What follows belongs to an exercise in optimizing a design on an open flow for small area; a production flow would make more cautious choices. Function was not checked in any run shown here: the RTL went through the layout flow alone.

==> flow/design.v, too long to show whole: its modules and the start of the top module <==
// module PE_R0: 264 lines
// module PE_R1: 264 lines
// module PE_R2: 264 lines
// module PE_R3: 264 lines
// module FA: 4 lines
// module HA: 4 lines
// module AN2: 3 lines
// module ND2: 3 lines
// module NR2: 3 lines
// module OR2: 3 lines
// module XOR2: 3 lines
// module XNR2: 3 lines
// module INV: 3 lines
// module AOI21: 3 lines
// module OAI21: 3 lines
// module MUXI: 3 lines
// module MUXN: 3 lines
// module MUXM: 3 lines
// module Mesh: 94 lines
module Mesh(
  input         clock,
  input  [7:0]  io_in_a_0_0,
  input  [7:0]  io_in_a_1_0,
  input  [7:0]  io_in_a_2_0,
  input  [7:0]  io_in_a_3_0,
  input  [7:0]  io_in_d_0_0,
  input  [7:0]  io_in_d_1_0,
  input  [7:0]  io_in_d_2_0,
  input  [7:0]  io_in_d_3_0,
  input  [15:0] io_in_b_0_0,
  input  [15:0] io_in_b_1_0,
  input  [15:0] io_in_b_2_0,
  input  [15:0] io_in_b_3_0,
  input         io_in_control_0_0_propagate,
  input         io_in_control_1_0_propagate,
  input         io_in_control_2_0_propagate,
  input         io_in_control_3_0_propagate,
  output [15:0] io_out_c_0_0,
  output [15:0] io_out_c_1_0,
  output [15:0] io_out_c_2_0,
  output [15:0] io_out_c_3_0
);
  // ...
==> flow/flow/run.sh <==
#!/bin/bash
# Layout with the standard flow (standard synthesis unchanged), with two
# changes: the port buffers are the smallest buffer cell, and clock tree
# synthesis inserts no dummy load cells.
set -euo pipefail
CTS="-sink_clustering_enable -repair_clock_nets -sink_clustering_size 16 -sink_clustering_max_diameter 40 -buf_list sky130_fd_sc_hd__clkbuf_8 -dont_use_dummy_load"
bash standard.sh \
  "BUFFER_PORTS_ARGS=-buffer_cell sky130_fd_sc_hd__buf_1" \
  "CTS_ARGS=$CTS" \
  finish > flow.log 2>&1
==> flow/standard.sh <==
#!/bin/bash
# synth_recipe.tcl (not shown) runs the flow's synth.tcl, then flattens the netlist and writes it again
# the make line also repeats each setting of config.mk as NAME=value (left out here)
make -C /OpenROAD-flow-scripts/flow DESIGN_CONFIG=/design/flow/config.mk WORK_HOME=/design/flow/orfs CLKGATE_MAP_FILE= SYNTH_SCRIPT=/design/flow/synth_recipe.tcl "${@:-finish}"
==> flow/config.mk <==
export PLATFORM = sky130hd
export DESIGN_NAME = Mesh
export DESIGN_NICKNAME = Mesh
export VERILOG_FILES = /design/flow/design.v
export SDC_FILE = /design/flow/constraint.sdc
export NUM_CORES = 4
export LEC_CHECK = 0
export CAP_MARGIN = 20
export CORE_MARGIN = 2
export CORE_UTILIZATION = 40
export CTS_BUF_LIST = sky130_fd_sc_hd__clkbuf_8
export CTS_CLUSTER_DIAMETER = 40
export CTS_CLUSTER_SIZE = 16
export PLACE_DENSITY = 0.6
export SLEW_MARGIN = 20
export SYNTH_HIERARCHICAL = 1
==> flow/constraint.sdc <==
create_clock -name core_clock -period 5.2 [get_ports {clock}]
set_input_delay 1.0400 -clock core_clock [delete_from_list [all_inputs] [get_ports {clock}]]
set_output_delay 1.0400 -clock core_clock [all_outputs]
set_load 0.01 [all_outputs]
==> reports/summary.log, run 1 <==
qor: yosys.fraction_of_the_mapped_netlist_area_in_compound_gates 7.425%
qor: floorplanning.dieHeight 375.7 microns
qor: yosys.number_of_nets_in_the_synthesized_netlist 5637
qor: final_layout.post_route_cells_drive_above_1_share 8.548%
qor: cts.cts.sinks 1104
qor: routing.drtIter0Drc 2065
qor: worst_hold_path.hold_end row[0].col[2].d_r[8]
qor: final_layout.design.final.nets 6187
qor: yosys.synth.avg_cell_area 12.08 sq um
qor: final_layout.layout_commonest_cell sky130_fd_sc_hd__dfxtp_1
qor: routing.route.layer.met1.wl 58.14 mm
qor: sta.setup_viol 0
qor: routing.avgViaCountPerCell 4.954
qor: sta.final-max-slew-violation-count 0
qor: yosys.ys_async_sr_fraction 0%
qor: routing.routed_wire_length_per_instance 18.11 microns
qor: critical_path.path_delay_family adder cells
qor: critical_path.cp_slowest_cell sky130_fd_sc_hd__fa_1
qor: yosys.synth_most_common_cell sky130_fd_sc_hd__dfxtp_1
qor: cts.cts-hold-fix-buffers 0
qor: worst_hold_path.min_path_cells 1
qor: global_routing.grt_antenna_before_repair 3
qor: floorplanning.dieWidth 375.7 microns
qor: placement.placedCellCount 6763
qor: critical_path.timing.critical_path.cells nand2_1 > fa_1 > fa_1 > fa_1 > fa_1 > fa_1 > fa_1 > or2_1 > inv_1 > a21oi_2 > o21ai_1 > inv_1 > o21ai_1 > a21oi_2 > xor2_1 > a22o_1
qor: critical_path.r2r-start row[1].col[0].a_r[1]
qor: critical_path.timing.critical_path.from_type flip-flop
qor: yosys.yosys.cell_types.count 13
qor: routing.detailroute.wirelength.met2 57.01 mm
qor: routing.routed_wirelength 125.3 mm
qor: yosys.synth_top_family_by_area adder cells
qor: sta.rsz0062_at_grt false
qor: sta.maxClockFrequency 0.2002 GHz
qor: final_layout.dominant_kind_of_cell multi-input gates
qor: cts.post_cts.resized_instances 0
qor: routing.met3WireLength 6.873 mm
qor: run_status.outcome finished clean
qor: routing.routed.top_layer met4
qor: floorplanning.floorplan.core_area 137300 sq um
==> inputs of run 2 (changes only) <==
--- a/flow/config.mk
+++ b/flow/config.mk
@@ -10,5 +10,3 @@
 export CORE_UTILIZATION = 40
-export CTS_BUF_LIST = sky130_fd_sc_hd__clkbuf_8
-export CTS_CLUSTER_DIAMETER = 40
-export CTS_CLUSTER_SIZE = 16
+export GPL_TIMING_DRIVEN = 0
 export PLACE_DENSITY = 0.6
==> reports/summary.log, run 2 <==
qor: worst_hold_path.min_path_cells 1 [unchanged]
qor: global_routing.number_of_global_route_vias_before_repair 36900
qor: global_routing.grt_usage 17.77%
qor: cts.cts-hold-fix-buffers 0 [unchanged]
qor: yosys.area_share_of_the_largest_cell_type_after_synthesis 39.99%
qor: sta.finalHoldViolations 0
qor: routing.remaining_drc_errors 0
qor: global_routing.grt_antenna_before_repair 3 [unchanged]
qor: cts.postCtsSetupRepairBufs 0
qor: final_layout.post_route_cells_drive_above_1_share 7.410% [-1.1 points]
qor: cts.cts_max_path_buffers 3
qor: yosys.ys_async_sr_fraction 0% [unchanged]
qor: final_layout.largest_register_ffs 256
qor: sta.final_min_period_over_clock_period 97.12%
qor: critical_path.rr_worst_depth 16
qor: yosys.synthCells 4576
qor: flow_run.max_cap_violations 0
qor: placement.placed_area 58660 sq um
qor: worst_hold_path.hold_end row[0].col[0].a_r[1]
qor: routing.routed_wire_length_per_instance 17.94 microns [-0.90%]
qor: sta.maxClockFrequency 0.1980 GHz [-1.1%]
qor: critical_path.worst-path-buf-inv 2
qor: yosys.synth-warning-count 11
qor: routing.dr.pass1.iters 5
qor: critical_path.path_class reg -> reg
qor: yosys.synth-edff-count 0
qor: cts.worst_setup_hold_path_clk_slew 0.09 ns
qor: run_status.outcome finished clean
qor: sta.timing.final.crit_period 5.050 ns
qor: placement.place.gp.congestion 0.8310
qor: cts.cts_root_buffer sky130_fd_sc_hd__clkbuf_8
qor: critical_path.cp_slowest_cell sky130_fd_sc_hd__fa_1
qor: final_layout.design.final.nets 6016 [-2.8%]
qor: global_routing.globalRouteOverflowTotal 0
qor: yosys.yosysTopAreaCell sky130_fd_sc_hd__dfxtp_1
qor: yosys.postSynthRegisterBits 1104
qor: yosys.seq_area_frac_synth 39.99%
qor: cts.htree_num_levels 4
qor: placement.preCtsSetupSlack -0.1932 ns
qor: floorplanning.dieHeight 375.7 microns [unchanged]
qor: yosys.ys_dominant_reg_cell sky130_fd_sc_hd__dfxtp_1
qor: routing.drtIter0Drc 1937 [-6.2%]
qor: yosys.synth_most_common_cell sky130_fd_sc_hd__dfxtp_1
qor: critical_path.timing.critical_path.cells nand2_1 > fa_1 > fa_1 > fa_1 > fa_1 > fa_1 > fa_1 > or2_1 > inv_1 > a21oi_2 > o21ai_2 > inv_1 > o21ai_2 > a21oi_2 > xor2_1 > o22ai_1
qor: critical_path.crit_path_start row[1].col[1].b_r[2]
qor: yosys.mappedNetlistArea 55270 sq um
qor: critical_path.critical_path.max_fanout 9
qor: critical_path.r2r-start row[1].col[1].b_r[2]
qor: routing.routed_wirelength 121.1 mm [-3.4%]
qor: worst_hold_path.worst_hold_path_type in -> reg
qor: sta.fin_skew 0.09962 ns
qor: critical_path.critPathRequiredTime 5.95 ns
qor: critical_path.timing.critical_path.mode_cell sky130_fd_sc_hd__fa_1
qor: sta.finalHoldWorstSlack 0.2317 ns
qor: yosys.yosys.cell_types.count 13 [unchanged]
qor: cts.cts.sinks 1104 [unchanged]
qor: critical_path.timing.critical_path.depth 16
qor: sta.postLayoutSetupSlackWorst 0.1500 ns
qor: yosys.synth.avg_cell_area 12.08 sq um [unchanged]
qor: cts.tritoncts.num_buffers 156
qor: final_layout.filler_cell_count 12660
qor: floorplanning.start_util 40.25%
qor: sta.setup_viol 0 [unchanged]
qor: critical_path.timing.critical_path.from_type flip-flop
qor: final_layout.most-common-layout-cells 1010 x sky130_fd_sc_hd__dfxtp_1, 928 x sky130_fd_sc_hd__fa_1, 896 x sky130_fd_sc_hd__nand2_1
qor: floorplanning.floorplan.rows 136
qor: floorplanning.io_pins 197
qor: global_routing.first_pass_grt_wire_length 199.4 mm
qor: final_layout.registers.top_by_ff_count row.col.d_r
qor: final_layout.layout_commonest_cell sky130_fd_sc_hd__dfxtp_1
qor: critical_path.crit-reg2reg-capture row[1].col[1].genblk3.pe.u.sh[15]
qor: critical_path.reg2reg_setup_slack 0.15 ns
qor: placement.port_buffers 196
qor: yosys.number_of_nets_in_the_synthesized_netlist 5637 [unchanged]
qor: routing.route.vias.total 33620
qor: floorplanning.dieWidth 375.7 microns [unchanged]
qor: final_layout.area.growth.synth_to_final 10.60%
qor: critical_path.timing.critical_path.arrival 5.80 ns
qor: yosys.post_synth_most_frequent_cells 1104 x sky130_fd_sc_hd__dfxtp_1, 928 x sky130_fd_sc_hd__fa_1, 896 x sky130_fd_sc_hd__nand2_1
qor: routing.avgViaCountPerCell 4.981 [+0.55%]
qor: global_routing.grt_start_max_net_pins 33
qor: floorplanning.fp.dieArea 141200 sq um
qor: worst_hold_path.min-delay-start io_in_a_0_0[1]
qor: cts.tritoncts done
qor: cts.worst_skew_pair.late_latency 0.90 ns
qor: sta.final-max-slew-violation-count 0 [unchanged]
qor: sta.max_slew.worst_pin.slew 1.081 ns
qor: routing.route.antenna.remaining_nets 0
qor: critical_path.path_delay_family adder cells
qor: critical_path.cpPeakStageDelay 0.51 ns
qor: final_layout.final_cell_area 61130 sq um
qor: critical_path.cp-end-kind flip-flop
qor: floorplanning.floorplan.core_area 137300 sq um [unchanged]
qor: placement.place.detailed.hpwl 92.32 mm
qor: sta.timing.max_slew.rel_slack 27.85%
qor: yosys.synthTopCellsByArea sky130_fd_sc_hd__dfxtp_1 40%, sky130_fd_sc_hd__fa_1 34%, sky130_fd_sc_hd__nand2_1 6.1%
run 2: modules after synthesis (local to each module, per instance), a selection:
module | flip-flops and latches | cells
PE_R2 | 32 | 32
MUXI | 0 | 1
PE_R1 | 32 | 32
INV | 0 | 1
XNR2 | 0 | 1
AOI21 | 0 | 1
PE_R3 | 32 | 32
Mesh | 592 | 592
run 2: worst max path at each step:
| stage | slack, ns | end |
|---|---|---|
| after global routing | -0.01 | row[0].col[0].pe.u.sh[15] |
| after global placement | -0.20 | row[1].col[1].genblk3.pe.u.sh[15] |
| after floorplan | 0.50 | row[1].col[0].genblk3.pe.u.acc[15] |
| after CTS | 0.002 | row[2].col[1].genblk3.genblk1.pe.u.acc[15] |
| after detailed placement | -0.19 | row[1].col[3].genblk3.pe.u.sh[15] |
| final | 0.15 | row[1].col[1].genblk3.pe.u.sh[15] |
run 2: layout make-up:
cell class / count / area (sq um) / area share (%)
antenna: 1 / 2.502 / 0.004093
multi-input combinational: 3360 / 33040 / 54.05
timing repair buffer: 221 / 1025 / 1.676
sequential: 1104 / 22250 / 36.40
tap: 1794 / 2245 / 3.672
inverter: 112 / 420.4 / 0.6877
clock buffer: 156 / 2147 / 3.512
run 2: stage by stage:
stage / util, % / setup TNS (ns) / cells
final: 44.52 / 0 / 6748
after detailed placement: 42.72 / -1.045 / 6591
after global placement: 42.42 / -2.809 / 6566
after floorplan: - / 0 / 4576
after global routing: 44.52 / -0.03160 / 6748
after CTS: 44.34 / 0 / 6747
run 2: what timing repair did:
action                     in CTS  in global routing
resized for setup              42                101
gates cloned                    0                  0
setup endpoints to repair      37                 83
pin swaps                       0                  1
run 2: worst reg2reg max path: stages (launching register included):
cell	delay, ns
sky130_fd_sc_hd__dfxtp_2	0.46
sky130_fd_sc_hd__nand2_1	0.12
sky130_fd_sc_hd__fa_1	0.51
sky130_fd_sc_hd__fa_1	0.44
sky130_fd_sc_hd__fa_1	0.46
sky130_fd_sc_hd__fa_1	0.43
sky130_fd_sc_hd__fa_1	0.44
sky130_fd_sc_hd__fa_1	0.50
sky130_fd_sc_hd__or2_1	0.26
sky130_fd_sc_hd__inv_1	0.08
sky130_fd_sc_hd__a21oi_2	0.08
sky130_fd_sc_hd__o21ai_2	0.26
sky130_fd_sc_hd__inv_1	0.09
sky130_fd_sc_hd__o21ai_2	0.21
sky130_fd_sc_hd__a21oi_2	0.08
sky130_fd_sc_hd__xor2_1	0.18
sky130_fd_sc_hd__o22ai_1	0.32
run 2: routing by layer:
| layer | track usage (%) | routed length, microns | vias to the layer above |
|---|---|---|---|
| met5 | 0 | 0 | - |
| li1 | - | - | 15570 |
| met2 | 27.84 | 56110 | 852 |
| met3 | 3.523 | 6445 | 193 |
| met4 | 5.713 | 2978 | 0 |
| met1 | 24.79 | 55560 | 17000 |
run 2: cells by family (layout without fill, tap and decap cells):
kind of cell | count (synthesis) | after routing | share of synthesized area [%]
buffers and inverters | 112 | 489 | 0.7606
DFF | 1104 | 1104 | 39.99
AOI/OAI and AO/OA | 592 | 592 | 7.425
and+or+nand+nor | 1408 | 1408 | 11.37
xor gates and xnor gates | 432 | 432 | 6.845
other | 0 | 1 | 0
adders and majority gates | 928 | 928 | 33.61
==> inputs of run 3 (changes only) <==
--- a/flow/flow/run.sh
+++ b/flow/flow/run.sh
@@ -5,3 +5,3 @@
 set -euo pipefail
-CTS="-sink_clustering_enable -repair_clock_nets -sink_clustering_size 16 -sink_clustering_max_diameter 40 -buf_list sky130_fd_sc_hd__clkbuf_8 -dont_use_dummy_load"
+CTS="-sink_clustering_enable -repair_clock_nets -sink_clustering_size 30 -sink_clustering_max_diameter 60 -buf_list sky130_fd_sc_hd__clkbuf_16 -dont_use_dummy_load"
 bash standard.sh \
==> reports/summary.log, run 3 <==
qor: run_status.outcome finished clean
qor: final_layout.registers.top_by_ff_count row.col.d_r
qor: placement.place.detailed.hpwl 92.32 mm [unchanged]
qor: global_routing.number_of_global_route_vias_before_repair 36520 [-1.0%]
qor: critical_path.timing.critical_path.arrival 5.58 ns [-0.22 ns]
qor: global_routing.globalRouteOverflowTotal 0 [unchanged]
qor: cts.cts_max_path_buffers 3 [unchanged]
qor: yosys.area_share_of_the_largest_cell_type_after_synthesis 39.99% [unchanged]
qor: final_layout.filler_cell_count 12630 [-0.25%]
qor: floorplanning.dieWidth 375.7 microns [unchanged]
qor: sta.finalHoldViolations 0 [unchanged]
qor: routing.dr.pass1.iters 5 [unchanged]
qor: global_routing.grt_start_max_net_pins 33 [unchanged]
qor: cts.cts_root_buffer sky130_fd_sc_hd__clkbuf_16
qor: yosys.ys_async_sr_fraction 0% [unchanged]
qor: yosys.synthTopCellsByArea sky130_fd_sc_hd__dfxtp_1 40%, sky130_fd_sc_hd__fa_1 34%, sky130_fd_sc_hd__nand2_1 6.1%
qor: cts.cts.sinks 1104 [unchanged]
qor: floorplanning.floorplan.rows 136 [unchanged]
qor: routing.route.antenna.remaining_nets 0 [unchanged]
qor: sta.timing.final.crit_period 5.003 ns [-0.04704 ns]
qor: critical_path.crit-reg2reg-capture row[1].col[2].genblk3.pe.u.sh[15]
qor: floorplanning.fp.dieArea 141200 sq um [unchanged]
qor: sta.max_slew.worst_pin.slew 1.085 ns [+0.003883 ns]
qor: critical_path.r2r-start row[1].col[2].b_r[2]
qor: final_layout.final_cell_area 61380 sq um [+0.40%]
qor: yosys.synthCells 4576 [unchanged]
qor: routing.avgViaCountPerCell 5.001 [+0.40%]
qor: cts.tritoncts done
qor: yosys.yosys.cell_types.count 13 [unchanged]
qor: critical_path.crit_path_start row[1].col[2].b_r[2]
qor: worst_hold_path.min_path_cells 0 [-1]
qor: final_layout.layout_commonest_cell sky130_fd_sc_hd__dfxtp_1
qor: global_routing.first_pass_grt_wire_length 198.8 mm [-0.29%]
qor: routing.drtIter0Drc 1902 [-1.8%]
qor: placement.place.gp.congestion 0.8310 [unchanged]
qor: critical_path.critical_path.max_fanout 9 [unchanged]
qor: cts.htree_num_levels 3 [-1]
qor: yosys.synth_most_common_cell sky130_fd_sc_hd__dfxtp_1
qor: placement.port_buffers 196 [unchanged]
qor: routing.routed_wire_length_per_instance 18.00 microns [+0.29%]
qor: sta.fin_skew 0.06836 ns [-0.03125 ns]
qor: sta.final_min_period_over_clock_period 96.21% [-0.90 points]
qor: worst_hold_path.worst_hold_path_type reg -> reg
qor: cts.worst_setup_hold_path_clk_slew 0.07 ns [-0.02 ns]
qor: yosys.synth-warning-count 11 [unchanged]
qor: final_layout.most-common-layout-cells 1014 x sky130_fd_sc_hd__dfxtp_1, 928 x sky130_fd_sc_hd__fa_1, 896 x sky130_fd_sc_hd__nand2_1
qor: critical_path.reg2reg_setup_slack 0.20 ns [+0.05 ns]
qor: placement.placedCellCount 6591 [unchanged]
qor: cts.worst_skew_pair.late_latency 0.71 ns [-0.19 ns]
qor: sta.maxClockFrequency 0.1999 GHz [+0.94%]
qor: cts.tritoncts.num_buffers 97 [-38%]
qor: floorplanning.floorplan.core_area 137300 sq um [unchanged]
qor: final_layout.post_route_cells_drive_above_1_share 6.129% [-1.3 points]
qor: sta.setup_viol 0 [unchanged]
qor: sta.final-max-slew-violation-count 0 [unchanged]
qor: worst_hold_path.hold_end row[1].col[2].d_r[11]
qor: flow_run.max_cap_violations 0 [unchanged]
qor: final_layout.area.growth.synth_to_final 11.04%
qor: critical_path.cp-end-kind flip-flop
qor: routing.routed_wirelength 120.4 mm [-0.58%]
qor: yosys.yosysTopAreaCell sky130_fd_sc_hd__dfxtp_1
qor: final_layout.largest_register_ffs 256 [unchanged]
qor: critical_path.rr_worst_depth 16 [unchanged]
qor: yosys.post_synth_most_frequent_cells 1104 x sky130_fd_sc_hd__dfxtp_1, 928 x sky130_fd_sc_hd__fa_1, 896 x sky130_fd_sc_hd__nand2_1
qor: final_layout.area_used_by_multi_input_combinational_logic 33000 sq um [-0.12%]
qor: critical_path.critPathRequiredTime 5.78 ns [-0.17 ns]
qor: sta.timing.max_slew.rel_slack 27.59% [-0.26 points]
qor: final_layout.final-seq-area 22230 sq um [-0.10%]
qor: final_layout.instances_no_fill 6689 [-0.87%]
qor: global_routing.grt_usage 17.64% [-0.13 points]
qor: yosys.postSynthRegisterBits 1104 [unchanged]
qor: final_layout.antenna-diode-count 0 [-1]
qor: routing.remaining_drc_errors 0 [unchanged]
qor: yosys.number_of_nets_in_the_synthesized_netlist 5637 [unchanged]
qor: final_layout.design.final.nets 5958 [-0.96%]
qor: routing.route.vias.total 33460 [-0.48%]
qor: critical_path.path_class reg -> reg
qor: critical_path.timing.critical_path.from_type flip-flop
qor: placement.placed_area 58660 sq um [unchanged]
qor: floorplanning.io_pins 197 [unchanged]
qor: yosys.synth.avg_cell_area 12.08 sq um [unchanged]
qor: worst_hold_path.min-delay-start row[0].col[2].pe.u.sh[11]
qor: yosys.seq_area_frac_synth 39.99% [unchanged]
qor: floorplanning.dieHeight 375.7 microns [unchanged]
qor: yosys.synth-edff-count 0 [unchanged]
qor: global_routing.grt_antenna_before_repair 2 [-1]
qor: yosys.mappedNetlistArea 55270 sq um [unchanged]
qor: floorplanning.start_util 40.25% [unchanged]
qor: sta.finalSetupTns 0 ns [unchanged]
qor: yosys.ys_dominant_reg_cell sky130_fd_sc_hd__dfxtp_1
-- run 3: logic make-up (layout without fill, tap and decap cells) --
group / count (synthesis) / after routing / synth area share, %
fa+ha+maj: 928 / 928 / 33.61
compound gates: 592 / 592 / 7.425
simple gates: 1408 / 1408 / 11.37
buf+inv: 112 / 431 / 0.7606
flops: 1104 / 1104 / 39.99
xor+xnor: 432 / 432 / 6.845
-- run 3: metrics by stage --
stage / util [%] / hold WS [ns] / setup WS, ns
after detailed placement: 42.72 / 0.3121 / -0.1932
after global placement: 42.42 / 0.3107 / -0.1973
after floorplan: - / 0.3096 / 0.4995
after global routing: 44.69 / 0.2967 / -0.02119
final: 44.69 / 0.2954 / 0.1971
after CTS: 44.53 / 0.2965 / 0.003466
-- run 3: per-layer routing --
metal	vias up	GRT usage, %	routed length, microns
li1	15500	-	-
met4	0	5.350	2891
met3	175	2.800	6141
met1	17000	24.84	55430
met5	-	0	0
met2	788	28.04	55920
-- run 3: Yosys stat by module (local to each module, per instance), a selection --
module  flops+latches  copies in the design  cells
INV                 0                   112      1
MUXN                0                   128      1
ND2                 0                   896      1
NR2                 0                   112      1
OAI21               0                    32      1
OR2                 0                   176      1
PE_R0              32                     4     32
PE_R1              32                     4     32
XOR2                0                   224      1
-- run 3: area by class of cell --
| cell class | instances | share of cell area [%] |
|---|---|---|
| tap | 1794 | 3.657 |
| inverter | 112 | 0.6850 |
| timing repair buffer | 222 | 1.714 |
| sequential | 1104 | 36.22 |
| multi-input combinational | 3360 | 53.77 |
| clock buffer | 97 | 3.955 |
-- run 3: how the worst max path moves through the flow --
stage / to / depth (start not counted)
global route: row[1].col[2].genblk3.pe.u.sh[15] / 16
finish: row[1].col[2].genblk3.pe.u.sh[15] / 16
global placement: row[1].col[1].genblk3.pe.u.sh[15] / 16
detailed placement: row[1].col[3].genblk3.pe.u.sh[15] / 16
CTS: row[0].col[0].pe.u.acc[15] / 16
floorplan: row[1].col[0].genblk3.pe.u.acc[15] / 16
-- run 3: repair_timing --
action                     CTS  global route
hold buffers                 0             0
buffers inserted             0             0
setup endpoints to repair   30            94
resized for setup           28            96
gates cloned                 0             0
pin swaps                    0             1
-- run 3: worst max-delay path: stages (launching register included) --
cell                      delay, ns
sky130_fd_sc_hd__dfxtp_2       0.46
sky130_fd_sc_hd__nand2_1       0.12
sky130_fd_sc_hd__fa_1          0.51
sky130_fd_sc_hd__fa_1          0.44
sky130_fd_sc_hd__fa_1          0.45
sky130_fd_sc_hd__fa_1          0.43
sky130_fd_sc_hd__fa_1          0.44
sky130_fd_sc_hd__fa_1          0.50
sky130_fd_sc_hd__or2_1         0.26
sky130_fd_sc_hd__inv_1         0.08
sky130_fd_sc_hd__a21oi_2       0.08
sky130_fd_sc_hd__o21ai_2       0.28
sky130_fd_sc_hd__inv_1         0.10
sky130_fd_sc_hd__o21ai_2       0.21
sky130_fd_sc_hd__a21oi_2       0.08
sky130_fd_sc_hd__xor2_1        0.18
sky130_fd_sc_hd__o22ai_1       0.26
==> inputs of run 4 (changes only) <==
--- a/flow/flow/run.sh
+++ b/flow/flow/run.sh
@@ -5,3 +5,3 @@
 set -euo pipefail
-CTS="-sink_clustering_enable -repair_clock_nets -sink_clustering_size 30 -sink_clustering_max_diameter 60 -buf_list sky130_fd_sc_hd__clkbuf_16 -dont_use_dummy_load"
+CTS="-sink_clustering_enable -repair_clock_nets -sink_clustering_size 24 -sink_clustering_max_diameter 50 -buf_list {sky130_fd_sc_hd__clkbuf_8 sky130_fd_sc_hd__clkbuf_16} -dont_use_dummy_load"
 bash standard.sh \
==> reports/summary.log, run 4 <==
qor: routing.route.vias.total 33560 [+0.30%]
qor: critical_path.critical_path.max_fanout 9 [unchanged]
qor: final_layout.design.final.nets 5969 [+0.18%]
qor: routing.avgViaCountPerCell 5.008 [+0.14%]
qor: global_routing.globalRouteOverflowTotal 0 [unchanged]
qor: final_layout.registers.top_by_ff_count row.col.d_r
qor: yosys.synthSimpleGateAreaFrac 11.37% [unchanged]
qor: cts.cts_max_path_buffers 3 [unchanged]
qor: critical_path.timing.critical_path.from_type flip-flop
qor: final_layout.filler_cell_count 12570 [-0.46%]
qor: critical_path.path_class reg -> reg
qor: critical_path.cp_slowest_cell sky130_fd_sc_hd__dfxtp_1
qor: sta.postLayoutSetupSlackWorst 0.2090 ns [+0.01192 ns]
qor: floorplanning.io_pins 197 [unchanged]
qor: yosys.synth.avg_cell_area 12.08 sq um [unchanged]
qor: cts.cts.sinks 1104 [unchanged]
qor: sta.timing.max_slew.rel_slack 28.47% [+0.88 points]
qor: global_routing.number_of_global_route_vias_before_repair 36530 [+0.014%]
qor: sta.setup_viol 0 [unchanged]
qor: routing.dr.pass1.iters 5 [unchanged]
qor: yosys.synth_fa_ha_area_share 33.61% [unchanged]
qor: cts.tritoncts.num_buffers 109 [+12%]
qor: placement.port_buffers 196 [unchanged]
qor: sta.maxClockFrequency 0.2004 GHz [+0.24%]
qor: yosys.synth_top_family_by_area adder cells
qor: critical_path.crit-reg2reg-capture row[0].col[3].pe.u.acc[15]
qor: yosys.synth-warning-count 11 [unchanged]
qor: critical_path.cp-end-kind flip-flop
qor: cts.worst_setup_hold_path_clk_slew 0.07 ns [about the same]
qor: yosys.synthCells 4576 [unchanged]
qor: critical_path.reg2reg_setup_slack 0.21 ns [about the same]
qor: floorplanning.floorplan.core_area 137300 sq um [unchanged]
qor: placement.preCtsSetupSlack -0.1932 ns [unchanged]
qor: placement.place.gp.congestion 0.8310 [unchanged]
qor: yosys.ys_dominant_reg_cell sky130_fd_sc_hd__dfxtp_1
qor: final_layout.post_route_cells_drive_above_1_share 6.441% [+0.31 points]
qor: worst_hold_path.worst_hold_path_type reg -> reg
qor: worst_hold_path.min_path_cells 0 [unchanged]
qor: critical_path.critPathRequiredTime 5.71 ns [-0.07 ns]
qor: final_layout.most-common-layout-cells 1011 x sky130_fd_sc_hd__dfxtp_1, 928 x sky130_fd_sc_hd__fa_1, 896 x sky130_fd_sc_hd__nand2_1
qor: yosys.fraction_of_the_mapped_netlist_area_in_compound_gates 7.425% [unchanged]
qor: worst_hold_path.hold_end row[2].col[3].d_r[15]
qor: global_routing.grt_antenna_before_repair 1 [-1]
qor: worst_hold_path.min-delay-start row[1].col[3].genblk3.pe.u.sh[15]
qor: routing.drtIter0Drc 1990 [+4.6%]
qor: final_layout.finish.utilization 44.92% [+0.22 points]
qor: routing.routed_wirelength 120.9 mm [+0.45%]
qor: critical_path.timing.critical_path.arrival 5.50 ns [-0.08 ns]
qor: run_status.outcome finished clean
qor: critical_path.rr_worst_depth 14 [-2]
qor: critical_path.timing.critical_path.cells nand2_1 > fa_1 > fa_1 > fa_1 > fa_1 > or2_1 > fa_1 > fa_1 > nor2_1 > nand2_1 > o21ai_1 > a21oi_2 > xnor2_1 > o22ai_1
qor: sta.max_slew.worst_pin.slew 1.072 ns [-0.01325 ns]
qor: floorplanning.dieHeight 375.7 microns [unchanged]
qor: sta.timing.final.crit_period 4.991 ns [-0.01192 ns]
qor: global_routing.grt_usage 17.65% [about the same]
qor: critical_path.timing.critical_path.mode_cell sky130_fd_sc_hd__fa_1
qor: floorplanning.fp.dieArea 141200 sq um [unchanged]
qor: flow_run.max_cap_violations 0 [unchanged]
qor: floorplanning.start_util 40.25% [unchanged]
qor: final_layout.largest_register_ffs 256 [unchanged]
qor: critical_path.worst-path-buf-inv 0 [-2]
qor: yosys.number_of_nets_in_the_synthesized_netlist 5637 [unchanged]
qor: yosys.synthTopCellsByArea sky130_fd_sc_hd__dfxtp_1 40%, sky130_fd_sc_hd__fa_1 34%, sky130_fd_sc_hd__nand2_1 6.1%
qor: yosys.ys_async_sr_fraction 0% [unchanged]
qor: critical_path.path_delay_family adder cells
qor: cts.cts-hold-fix-buffers 0 [unchanged]
qor: yosys.synthXorXnorAreaFrac 6.845% [unchanged]
qor: yosys.post_synth_most_frequent_cells 1104 x sky130_fd_sc_hd__dfxtp_1, 928 x sky130_fd_sc_hd__fa_1, 896 x sky130_fd_sc_hd__nand2_1
qor: cts.tritoncts done
qor: routing.route.antenna.remaining_nets 0 [unchanged]
qor: sta.fin_skew 0.07002 ns [+0.001656 ns]
qor: yosys.synth-edff-count 0 [unchanged]
qor: global_routing.first_pass_grt_wire_length 199.3 mm [+0.26%]
qor: yosys.synthMuxAreaShare 0% [unchanged]
qor: yosys.mappedNetlistArea 55270 sq um [unchanged]
qor: sta.finalHoldViolations 0 [unchanged]
qor: yosys.yosys.cell_types.count 13 [unchanged]
qor: routing.remaining_drc_errors 0 [unchanged]
qor: yosys.postSynthRegisterBits 1104 [unchanged]
qor: placement.place.detailed.hpwl 92.32 mm [unchanged]
qor: sta.final-max-slew-violation-count 0 [unchanged]
qor: final_layout.antenna-diode-count 0 [unchanged]
qor: final_layout.area.growth.synth_to_final 11.59%
qor: critical_path.r2r-start row[0].col[3].b_r[4]
qor: sta.final_min_period_over_clock_period 95.98% [-0.23 points]
qor: critical_path.cpPeakStageDelay 0.62 ns [+0.11 ns]
qor: yosys.seq_area_frac_synth 39.99% [unchanged]
qor: global_routing.grt_start_max_net_pins 33 [unchanged]
qor: cts.worst_skew_pair.late_latency 0.74 ns [+0.03 ns]
qor: routing.routed_wire_length_per_instance 18.05 microns [+0.29%]
qor: floorplanning.dieWidth 375.7 microns [unchanged]
qor: yosys.yosysTopAreaCell sky130_fd_sc_hd__dfxtp_1
qor: final_layout.layout_commonest_cell sky130_fd_sc_hd__dfxtp_1
qor: cts.cts_root_buffer sky130_fd_sc_hd__clkbuf_16
qor: floorplanning.floorplan.rows 136 [unchanged]
qor: yosys.synth_most_common_cell sky130_fd_sc_hd__dfxtp_1
qor: yosys.area_share_of_the_largest_cell_type_after_synthesis 39.99% [unchanged]
qor: cts.htree_num_levels 3 [unchanged]
## run 4: cell counts after synthesis
Identical to the previous run, type by type.
## run 4: area by class of cell
type	count	area, sq um	share of cell area [%]
clock buffer	109	2728	4.422
inverter	112	420.4	0.6816
multi-input combinational	3360	33030	53.55
sequential	1104	22230	36.04
tap	1794	2245	3.639
timing repair buffer	221	1025	1.661
## run 4: repair_timing
action | in CTS | in global routing
pin swaps | 0 | 1
setup buffers | 0 | 0
endpoints found under the setup margin | 31 | 90
gates resized for setup | 29 | 102
## run 4: cells by family (layout without fill, tap and decap cells)
kind of cell,after synthesis,after routing
AND/OR/NAND/NOR,1408,1408
AO/OA/AOI/OAI,592,592
buffers and inverters,112,442
flip-flops,1104,1104
XOR/XNOR,432,432
adder cells (fa/ha/maj),928,928
## run 4: layer usage
metal	track usage, %	vias up	share of wire (%)
li1	-	15520	-
met1	25.04	17050	46
met2	28.02	834	47
met3	2.791	153	5.1
met4	4.941	0	2.0
met5	0	-	0
## run 4: per-module statistics from Yosys (local to each module, per instance), excerpt
module | cell area [sq um] | flops+latches | copies in the design | cells inside
XNR2 | 8.758 | 0 | 208 | 1
ND2 | 3.754 | 0 | 896 | 1
INV | 3.754 | 0 | 112 | 1
AOI21 | 8.758 | 0 | 48 | 1
XOR2 | 8.758 | 0 | 224 | 1
OR2 | 6.256 | 0 | 176 | 1
AN2 | 6.256 | 0 | 224 | 1
MUXI | 6.256 | 0 | 384 | 1
Mesh | 11850 | 592 | 1 | 592
## run 4: worst max-delay path by stage
stage | slack, ns | to | startpoint | depth (start not counted)
floorplan | 0.50 | row[1].col[0].genblk3.pe.u.acc[15] | row[1].col[0].a_r[0] | 16
global placement | -0.20 | row[1].col[1].genblk3.pe.u.sh[15] | row[1].col[1].a_r[1] | 16
detailed placement | -0.19 | row[1].col[3].genblk3.pe.u.sh[15] | row[1].col[3].b_r[2] | 16
CTS | 0.0005 | row[2].col[2].genblk3.genblk1.pe.u.sh[15] | row[2].col[2].a_r[0] | 16
global route | -0.007 | row[1].col[1].genblk3.pe.u.sh[15] | row[1].col[1].b_r[4] | 14
finish | 0.21 | row[0].col[3].pe.u.acc[15] | row[0].col[3].b_r[4] | 14
## run 4: per-stage QoR
step	hold WS, ns	setup TNS, ns	area [sq um]	std cells
after CTS	0.2851	0	61450	6700
after floorplan	0.3096	0	55270	4576
final	0.2884	0	61680	6700
after global routing	0.2890	-0.007398	61680	6700
after global placement	0.3107	-2.809	58250	6566
after detailed placement	0.3121	-1.045	58660	6591
==> inputs of run 5 (changes only) <==
--- a/flow/flow/run.sh
+++ b/flow/flow/run.sh
@@ -5,3 +5,3 @@
 set -euo pipefail
-CTS="-sink_clustering_enable -repair_clock_nets -sink_clustering_size 24 -sink_clustering_max_diameter 50 -buf_list {sky130_fd_sc_hd__clkbuf_8 sky130_fd_sc_hd__clkbuf_16} -dont_use_dummy_load"
+CTS="-sink_clustering_enable -repair_clock_nets -sink_clustering_size 10 -sink_clustering_max_diameter 40 -buf_list {sky130_fd_sc_hd__clkbuf_4 sky130_fd_sc_hd__clkbuf_8} -dont_use_dummy_load"
 bash standard.sh \
==> reports/summary.log, run 5 <==
qor: routing.drtIter0Drc 1869 [-6.1%]
qor: placement.port_buffers 196 [unchanged]
qor: global_routing.global_route.peak_usage_layer met2
qor: placement.placed_area 58660 sq um [unchanged]
qor: floorplanning.start_util 40.25% [unchanged]
qor: final_layout.filler_cell_count 12640 [+0.55%]
qor: global_routing.grt_start_max_net_pins 33 [unchanged]
qor: critical_path.crit-reg2reg-capture row[1].col[1].genblk3.pe.u.sh[15]
qor: routing.routed_wirelength 121.6 mm [+0.57%]
qor: yosys.number_of_nets_in_the_synthesized_netlist 5637 [unchanged]
qor: cts.worst_setup_hold_path_clk_slew 0.07 ns [about the same]
qor: yosys.synth.avg_cell_area 12.08 sq um [unchanged]
qor: yosys.synth-edff-count 0 [unchanged]
qor: floorplanning.dieHeight 375.7 microns [unchanged]
qor: cts.worst_skew_pair.late_latency 0.90 ns [+0.16 ns]
qor: sta.finalHoldViolations 0 [unchanged]
qor: cts.cts_root_buffer sky130_fd_sc_hd__clkbuf_8
qor: floorplanning.dieWidth 375.7 microns [unchanged]
qor: yosys.postSynthRegisterBits 1104 [unchanged]
qor: critical_path.critPathRequiredTime 5.92 ns [+0.21 ns]
qor: global_routing.grt_antenna_before_repair 3 [+2]
qor: routing.remaining_drc_errors 0 [unchanged]
qor: yosys.synthCells 4576 [unchanged]
qor: final_layout.registers.top_by_ff_count row.col.d_r
qor: worst_hold_path.min-delay-start io_in_b_2_0[8]
qor: global_routing.first_pass_grt_wire_length 200.2 mm [+0.44%]
qor: final_layout.layout_commonest_cell sky130_fd_sc_hd__dfxtp_1
qor: cts.tritoncts done
qor: yosys.seq_area_frac_synth 39.99% [unchanged]
qor: critical_path.cp-end-kind flip-flop
qor: final_layout.most-common-layout-cells 1006 x sky130_fd_sc_hd__dfxtp_1, 928 x sky130_fd_sc_hd__fa_1, 896 x sky130_fd_sc_hd__nand2_1
qor: routing.route.vias.total 33730 [+0.52%]
qor: global_routing.met3_resource_use_gr 3.642% [+0.85 points]
qor: global_routing.grt.met1_usage 24.82% [-0.22 points]
qor: worst_hold_path.min_path_cells 1 [+1]
qor: run_status.outcome finished clean
qor: yosys.synth_most_common_cell sky130_fd_sc_hd__dfxtp_1
qor: routing.route.antenna.remaining_nets 0 [unchanged]
qor: final_layout.post_route_cells_drive_above_1_share 7.804% [+1.4 points]
qor: sta.timing.final.crit_period 5.034 ns [+0.04271 ns]
qor: cts.cts_max_path_buffers 3 [unchanged]
qor: final_layout.final_cell_area 61370 sq um [-0.49%]
qor: routing.avgViaCountPerCell 4.984 [-0.48%]
qor: yosys.post_synth_most_frequent_cells 1104 x sky130_fd_sc_hd__dfxtp_1, 928 x sky130_fd_sc_hd__fa_1, 896 x sky130_fd_sc_hd__nand2_1
qor: critical_path.rr_worst_depth 16 [+2]
qor: yosys.ys_dominant_reg_cell sky130_fd_sc_hd__dfxtp_1
qor: yosys.yosys.cell_types.count 13 [unchanged]
qor: global_routing.grt_usage 17.84% [+0.19 points]
qor: floorplanning.floorplan.rows 136 [unchanged]
qor: placement.placedCellCount 6591 [unchanged]
qor: yosys.ys_async_sr_fraction 0% [unchanged]
qor: critical_path.critical_path.max_fanout 9 [unchanged]
qor: yosys.mappedNetlistArea 55270 sq um [unchanged]
qor: critical_path.crit_path_start row[1].col[1].a_r[0]
qor: sta.final-max-slew-violation-count 0 [unchanged]
qor: yosys.yosysTopAreaCell sky130_fd_sc_hd__dfxtp_1
qor: cts.tritoncts.num_buffers 175 [+61%]
qor: yosys.synthTopCellsByArea sky130_fd_sc_hd__dfxtp_1 40%, sky130_fd_sc_hd__fa_1 34%, sky130_fd_sc_hd__nand2_1 6.1%
qor: routing.routed_wire_length_per_instance 17.97 microns [-0.42%]
qor: cts.htree_num_levels 4 [+1]
qor: yosys.area_share_of_the_largest_cell_type_after_synthesis 39.99% [unchanged]
qor: sta.maxClockFrequency 0.1987 GHz [-0.85%]
qor: floorplanning.fp.dieArea 141200 sq um [unchanged]
qor: critical_path.reg2reg_setup_slack 0.17 ns [-0.04 ns]
qor: cts.postCtsSetupRepairBufs 0 [unchanged]
qor: worst_hold_path.worst_hold_path_type in -> reg
qor: sta.fin_skew 0.1007 ns [+0.03073 ns]
qor: yosys.synth-warning-count 11 [unchanged]
qor: placement.place.gp.congestion 0.8310 [unchanged]
qor: sta.timing.max_slew.rel_slack 28.70% [+0.23 points]
qor: cts.cts.sinks 1104 [unchanged]
qor: critical_path.path_class reg -> reg
qor: routing.dr.pass1.iters 6 [+1]
qor: global_routing.number_of_global_route_vias_before_repair 37130 [+1.7%]
qor: critical_path.r2r-start row[1].col[1].a_r[0]
qor: placement.place.detailed.hpwl 92.32 mm [unchanged]
qor: worst_hold_path.hold_end row[0].col[2].d_r[8]
qor: sta.final_min_period_over_clock_period 96.80% [+0.82 points]
qor: sta.setup_viol 0 [unchanged]
qor: critical_path.timing.critical_path.from_type flip-flop
qor: sta.max_slew.worst_pin.slew 1.068 ns [-0.003444 ns]
qor: critical_path.timing.critical_path.arrival 5.75 ns [+0.25 ns]
qor: final_layout.area.growth.synth_to_final 11.04%
qor: floorplanning.floorplan.core_area 137300 sq um [unchanged]
qor: global_routing.gr-usage-met2 27.92% [-0.10 points]
qor: final_layout.design.final.nets 6035 [+1.1%]
qor: floorplanning.io_pins 197 [unchanged]
qor: final_layout.instances_no_fill 6767 [+1.0%]
qor: final_layout.largest_register_ffs 256 [unchanged]
qor: flow_run.max_cap_violations 0 [unchanged]
qor: global_routing.globalRouteOverflowTotal 0 [unchanged]
run 5: cell counts after synthesis:
No cell type changed its count.
run 5: per-stage QoR:
stage | hold slack, ns | util [%] | TNS (ns) | setup slack [ns]
detailed placement | 0.3121 | 42.72 | -1.045 | -0.1932
finish | 0.2275 | 44.69 | 0 | 0.1663
CTS | 0.1074 | 44.52 | 0 | 0.004268
global route | 0.1465 | 44.69 | -0.02677 | -0.01055
global placement | 0.3107 | 42.42 | -2.809 | -0.1973
floorplan | 0.3096 | - | 0 | 0.4995
run 5: cells by family (layout without fill, tap and decap cells):
kind of cell               Yosys count  in the layout  share of synthesized area (%)
AOI/OAI and AO/OA                  592            592                          7.425
xor gates and xnor gates           432            432                          6.845
adders and majority gates          928            928                          33.61
buffers and inverters              112            508                         0.7606
DFF                               1104           1104                          39.99
other                                0              1                              0
and+or+nand+nor                   1408           1408                          11.37
run 5: layer usage:
| metal | part of all wire, % | vias to the layer above |
|---|---|---|
| met5 | 0 | - |
| met4 | 2.4 | 0 |
| met3 | 5.3 | 193 |
| met2 | 46 | 830 |
| met1 | 46 | 17080 |
| li1 | - | 15630 |
run 5: per-module statistics from Yosys (local to each module, per instance), excerpt:
module | area, sq um | times used | cells | flops+latches
Mesh | 11850 | 1 | 592 | 592
PE_R1 | 640.6 | 4 | 32 | 32
PE_R3 | 640.6 | 4 | 32 | 32
XNR2 | 8.758 | 208 | 1 | 0
AOI21 | 8.758 | 48 | 1 | 0
AN2 | 6.256 | 224 | 1 | 0
run 5: how the worst max path moves through the flow:
stage	to	slack (ns)	depth (start not counted)
floorplan	row[1].col[0].genblk3.pe.u.acc[15]	0.50	16
global placement	row[1].col[1].genblk3.pe.u.sh[15]	-0.20	16
detailed placement	row[1].col[3].genblk3.pe.u.sh[15]	-0.19	16
CTS	row[0].col[1].pe.u.sh[15]	0.004	16
global route	row[1].col[2].genblk3.pe.u.sh[15]	-0.01	16
finish	row[1].col[1].genblk3.pe.u.sh[15]	0.17	16
run 5: timing repair:
action	CTS	global route
endpoints found under the setup margin	32	90
pin swaps	0	2
resized for setup	28	111
hold buffers	0	0
run 5: worst max-delay path, stage by stage (launching register included):
cell	delay (ns)
sky130_fd_sc_hd__dfxtp_2	0.45
sky130_fd_sc_hd__nand2_1	0.12
sky130_fd_sc_hd__fa_1	0.48
sky130_fd_sc_hd__fa_1	0.47
sky130_fd_sc_hd__fa_1	0.46
sky130_fd_sc_hd__fa_1	0.43
sky130_fd_sc_hd__fa_1	0.44
sky130_fd_sc_hd__fa_1	0.50
sky130_fd_sc_hd__or2_1	0.26
sky130_fd_sc_hd__inv_1	0.08
sky130_fd_sc_hd__a21oi_2	0.08
sky130_fd_sc_hd__o21ai_2	0.24
sky130_fd_sc_hd__inv_1	0.09
sky130_fd_sc_hd__o21ai_2	0.21
sky130_fd_sc_hd__a21oi_2	0.08
sky130_fd_sc_hd__xor2_1	0.18
sky130_fd_sc_hd__o22ai_1	0.32
run 5: area by class of cell:
type | instances | area, sq um | area share [%]
Clock buffer | 175 | 2409 | 3.924
Inverter | 112 | 420.4 | 0.6850
Antenna cell | 1 | 2.502 | 0.004077
Sequential cell | 1104 | 22240 | 36.24
Timing Repair Buffer | 221 | 1025 | 1.670
Tap cell | 1794 | 2245 | 3.657
Multi-Input combinational cell | 3360 | 33030 | 53.82
==> inputs of run 6 (changes only) <==
--- a/flow/flow/run.sh
+++ b/flow/flow/run.sh
@@ -5,3 +5,3 @@
 set -euo pipefail
-CTS="-sink_clustering_enable -repair_clock_nets -sink_clustering_size 10 -sink_clustering_max_diameter 40 -buf_list {sky130_fd_sc_hd__clkbuf_4 sky130_fd_sc_hd__clkbuf_8} -dont_use_dummy_load"
+CTS="-sink_clustering_enable -repair_clock_nets -sink_clustering_size 16 -sink_clustering_max_diameter 70 -buf_list sky130_fd_sc_hd__clkbuf_8 -dont_use_dummy_load"
 bash standard.sh \
==> reports/summary.log, run 6 <==
qor: run_status.outcome finished clean
qor: placement.port_buffers 196 [unchanged]
qor: final_layout.largest_register_ffs 256 [unchanged]
qor: worst_hold_path.min_path_cells 0 [-1]
qor: global_routing.grt_usage 17.61% [-0.22 points]
qor: final_layout.post_route_cells_drive_above_1_share 6.092% [-1.7 points]
qor: cts.cts-hold-fix-buffers 0 [unchanged]
qor: cts.cts_max_path_buffers 3 [unchanged]
qor: critical_path.path_class reg -> reg
qor: critical_path.timing.critical_path.from_type flip-flop
qor: yosys.postSynthRegisterBits 1104 [unchanged]
qor: critical_path.critPathRequiredTime 5.88 ns [-0.04 ns]
qor: final_layout.design.final.nets 5955 [-1.3%]
qor: final_layout.area.growth.synth_to_final 9.028%
qor: sta.final-max-slew-violation-count 0 [unchanged]
qor: global_routing.first_pass_grt_wire_length 198.9 mm [-0.66%]
qor: yosys.mappedNetlistArea 55270 sq um [unchanged]
qor: sta.timing.final.crit_period 5.024 ns [-0.009781 ns]
qor: critical_path.timing.critical_path.arrival 5.71 ns [-0.04 ns]
qor: yosys.synth.avg_cell_area 12.08 sq um [unchanged]
qor: final_layout.registers.top_by_ff_count row.col.d_r
qor: sta.postLayoutSetupSlackWorst 0.1760 ns [+0.009781 ns]
qor: yosys.post_synth_most_frequent_cells 1104 x sky130_fd_sc_hd__dfxtp_1, 928 x sky130_fd_sc_hd__fa_1, 896 x sky130_fd_sc_hd__nand2_1
qor: cts.worst_setup_hold_path_clk_slew 0.10 ns [+0.03 ns]
qor: yosys.synthCells 4576 [unchanged]
qor: yosys.synthMuxAreaShare 0% [unchanged]
qor: yosys.synthTopCellsByArea sky130_fd_sc_hd__dfxtp_1 40%, sky130_fd_sc_hd__fa_1 34%, sky130_fd_sc_hd__nand2_1 6.1%
qor: critical_path.rr_worst_depth 16 [unchanged]
qor: floorplanning.dieWidth 375.7 microns [unchanged]
qor: floorplanning.fp.dieArea 141200 sq um [unchanged]
qor: cts.cts_root_buffer sky130_fd_sc_hd__clkbuf_8
qor: sta.setup_viol 0 [unchanged]
qor: final_layout.layout_commonest_cell sky130_fd_sc_hd__dfxtp_1
qor: yosys.synthSimpleGateAreaFrac 11.37% [unchanged]
qor: yosys.synth_fa_ha_area_share 33.61% [unchanged]
qor: cts.postCtsSetupRepairBufs 0 [unchanged]
qor: floorplanning.floorplan.rows 136 [unchanged]
qor: yosys.synth-edff-count 0 [unchanged]
qor: yosys.synth-warning-count 11 [unchanged]
qor: routing.drtIter0Drc 1839 [-1.6%]
qor: global_routing.globalRouteOverflowTotal 0 [unchanged]
qor: sta.maxClockFrequency 0.1990 GHz [+0.19%]
qor: yosys.ys_async_sr_fraction 0% [unchanged]
qor: sta.max_slew.worst_pin.slew 1.083 ns [+0.01483 ns]
qor: critical_path.critical_path.max_fanout 10 [+1]
qor: cts.worst_skew_pair.late_latency 0.79 ns [-0.11 ns]
qor: cts.cts.sinks 1104 [unchanged]
qor: yosys.yosys.cell_types.count 13 [unchanged]
qor: worst_hold_path.worst_hold_path_type reg -> reg
qor: global_routing.number_of_global_route_vias_before_repair 36440 [-1.9%]
qor: yosys.number_of_nets_in_the_synthesized_netlist 5637 [unchanged]
qor: final_layout.filler_cell_count 12710 [+0.53%]
qor: routing.dr.pass1.iters 5 [-1]
qor: routing.route.antenna.remaining_nets 0 [unchanged]
qor: routing.routed_wire_length_per_instance 18.01 microns [+0.22%]
qor: final_layout.most-common-layout-cells 1014 x sky130_fd_sc_hd__dfxtp_1, 928 x sky130_fd_sc_hd__fa_1, 896 x sky130_fd_sc_hd__nand2_1
qor: sta.timing.max_slew.rel_slack 27.71% [-0.99 points]
qor: placement.preCtsSetupSlack -0.1932 ns [unchanged]
qor: floorplanning.io_pins 197 [unchanged]
qor: placement.place.gp.congestion 0.8310 [unchanged]
qor: sta.finalHoldWorstSlack 0.2966 ns [+0.06911 ns]
qor: floorplanning.dieHeight 375.7 microns [unchanged]
qor: critical_path.reg2reg_setup_slack 0.18 ns [about the same]
qor: yosys.area_share_of_the_largest_cell_type_after_synthesis 39.99% [unchanged]
qor: cts.tritoncts.num_buffers 95 [-46%]
qor: sta.final_min_period_over_clock_period 96.61% [-0.19 points]
qor: global_routing.grt_antenna_before_repair 3 [unchanged]
qor: final_layout.instances_no_fill 6688 [-1.2%]
qor: yosys.synth_most_common_cell sky130_fd_sc_hd__dfxtp_1
qor: yosys.yosysTopAreaCell sky130_fd_sc_hd__dfxtp_1
qor: yosys.synth_top_family_by_area adder cells
qor: placement.placedCellCount 6591 [unchanged]
qor: routing.routed_wirelength 120.5 mm [-0.95%]
qor: critical_path.cp-end-kind flip-flop
qor: yosys.fraction_of_the_mapped_netlist_area_in_compound_gates 7.425% [unchanged]
qor: floorplanning.start_util 40.25% [unchanged]
qor: routing.avgViaCountPerCell 4.995 [+0.20%]
qor: global_routing.grt_start_max_net_pins 33 [unchanged]
qor: routing.route.vias.total 33400 [-0.97%]
qor: yosys.seq_area_frac_synth 39.99% [unchanged]
qor: yosys.ys_dominant_reg_cell sky130_fd_sc_hd__dfxtp_1
qor: cts.htree_num_levels 3 [-1]
qor: sta.finalHoldViolations 0 [unchanged]
qor: flow_run.max_cap_violations 0 [unchanged]
qor: sta.fin_skew 0.06772 ns [-0.03303 ns]
qor: yosys.synthXorXnorAreaFrac 6.845% [unchanged]
qor: routing.remaining_drc_errors 0 [unchanged]
qor: placement.place.detailed.hpwl 92.32 mm [unchanged]
qor: cts.tritoncts done
qor: floorplanning.floorplan.core_area 137300 sq um [unchanged]
[run 6: cell counts after synthesis]
Identical to the previous run, type by type.
[run 6: repair_timing]
item	CTS	global route
pin swaps	0	1
gates resized for setup	28	103
endpoints found under the setup margin	32	92
[run 6: layout make-up]
class | instances | area [sq um] | share of cell area, %
Timing Repair Buffer | 221 | 1025 | 1.700
Multi-Input combinational cell | 3360 | 33020 | 54.80
Antenna cell | 2 | 5.005 | 0.008305
Tap cell | 1794 | 2245 | 3.725
Inverter | 112 | 420.4 | 0.6976
Clock buffer | 95 | 1308 | 2.170
Sequential cell | 1104 | 22240 | 36.90
[run 6: critical path, cell delays in order, from the launching register on]
cell and delay, ns:
sky130_fd_sc_hd__dfxtp_2 0.47, sky130_fd_sc_hd__nand2_1 0.12, sky130_fd_sc_hd__fa_1 0.49, sky130_fd_sc_hd__fa_1 0.44, sky130_fd_sc_hd__fa_1 0.46, sky130_fd_sc_hd__fa_1 0.43, sky130_fd_sc_hd__fa_1 0.45, sky130_fd_sc_hd__fa_1 0.50
sky130_fd_sc_hd__or2_1 0.26, sky130_fd_sc_hd__inv_1 0.08, sky130_fd_sc_hd__a21oi_2 0.08, sky130_fd_sc_hd__o21ai_2 0.26, sky130_fd_sc_hd__inv_1 0.09, sky130_fd_sc_hd__o21ai_2 0.21, sky130_fd_sc_hd__a21oi_2 0.08, sky130_fd_sc_hd__xor2_1 0.18
sky130_fd_sc_hd__o22ai_1 0.30
[run 6: kinds of logic after synthesis]
| kind of cell | after synthesis |
|---|---|
| AOI/OAI and AO/OA | 592 |
| xor gates and xnor gates | 432 |
| adders and majority gates | 928 |
| buffers and inverters | 112 |
| DFF | 1104 |
| and+or+nand+nor | 1408 |
[run 6: per-layer routing]
| metal | global-route usage (%) | part of all wire [%] | up-vias |
|---|---|---|---|
| met4 | 4.842 | 2.1 | 0 |
| li1 | - | - | 15480 |
| met3 | 2.603 | 5.0 | 157 |
| met2 | 28.08 | 47 | 789 |
| met5 | 0 | 0 | - |
| met1 | 25.04 | 46 | 16980 |
[run 6: final timing paths]
check                      startpoint                                 to
max              row[1].col[1].a_r[1]  row[1].col[1].genblk3.pe.u.sh[15]
min          row[0].col[1].pe.u.sh[3]               row[1].col[1].d_r[3]
max reg2reg      row[1].col[1].a_r[1]  row[1].col[1].genblk3.pe.u.sh[15]
min reg2reg  row[0].col[1].pe.u.sh[3]               row[1].col[1].d_r[3]
[run 6: modules after synthesis (local to each module, per instance), excerpt]
module,cell area [sq um],cells,copies in the design
MUXN,8.758,1,128
FA,20.02,1,928
PE_R2,640.6,32,4
AOI21,8.758,1,48
NR2,3.754,1,112
INV,3.754,1,112
Mesh,11850,592,1
AN2,6.256,1,224
XNR2,8.758,1,208
OR2,6.256,1,176
PE_R1,640.6,32,4
OAI21,5.005,1,32
PE_R0,640.6,32,4
MUXI,6.256,1,384
[run 6: metrics by stage]
step	utilization, %	area, sq um	TNS [ns]
finish	43.88	60260	0
global route	43.88	60260	-0.02543
CTS	43.71	60030	0
detailed placement	42.72	58660	-1.045
global placement	42.42	58250	-2.809
floorplan	-	55270	0

-- what the ideal ports hide --
Ports are ideal in the flow. The routed layouts listed here were re-timed in OpenROAD.
Step 1: set_driving_cell puts a clkbuf_16 on clock and a buf_2 on each other input, an assumption about the parent block.
Step 2, shift: input delay + t, output delay - t, t = (earliest + latest rising clock arrival at the registers) / 2. This alone moves slack from input paths to output paths.
Slacks: ideal / step 1 / step 2; pairs: ideal / step 1.
run	t (ns)	setup slack, ns	hold slack, ns	worst setup path at the end	worst slew at a driven data input, ns
run 1	0.923	0.204 / 0.204 / 0.204	0.238 / 0.197 / 0.264	register to register	0.07
run 2	0.920	0.150 / 0.150 / 0.150	0.232 / 0.181 / 0.265	register to register	0.16
run 3	0.758	0.197 / 0.197 / 0.197	0.295 / 0.295 / 0.295	register to register	0.16
run 4	0.772	0.209 / 0.209 / 0.209	0.288 / 0.288 / 0.288	register to register	0.16
run 5	0.923	0.166 / 0.166 / 0.166	0.228 / 0.185 / 0.261	register to register	0.16
run 6	0.838	0.176 / 0.176 / 0.176	0.297 / 0.283 / 0.297	register to register	0.16
After both steps every run listed still meets setup and hold.
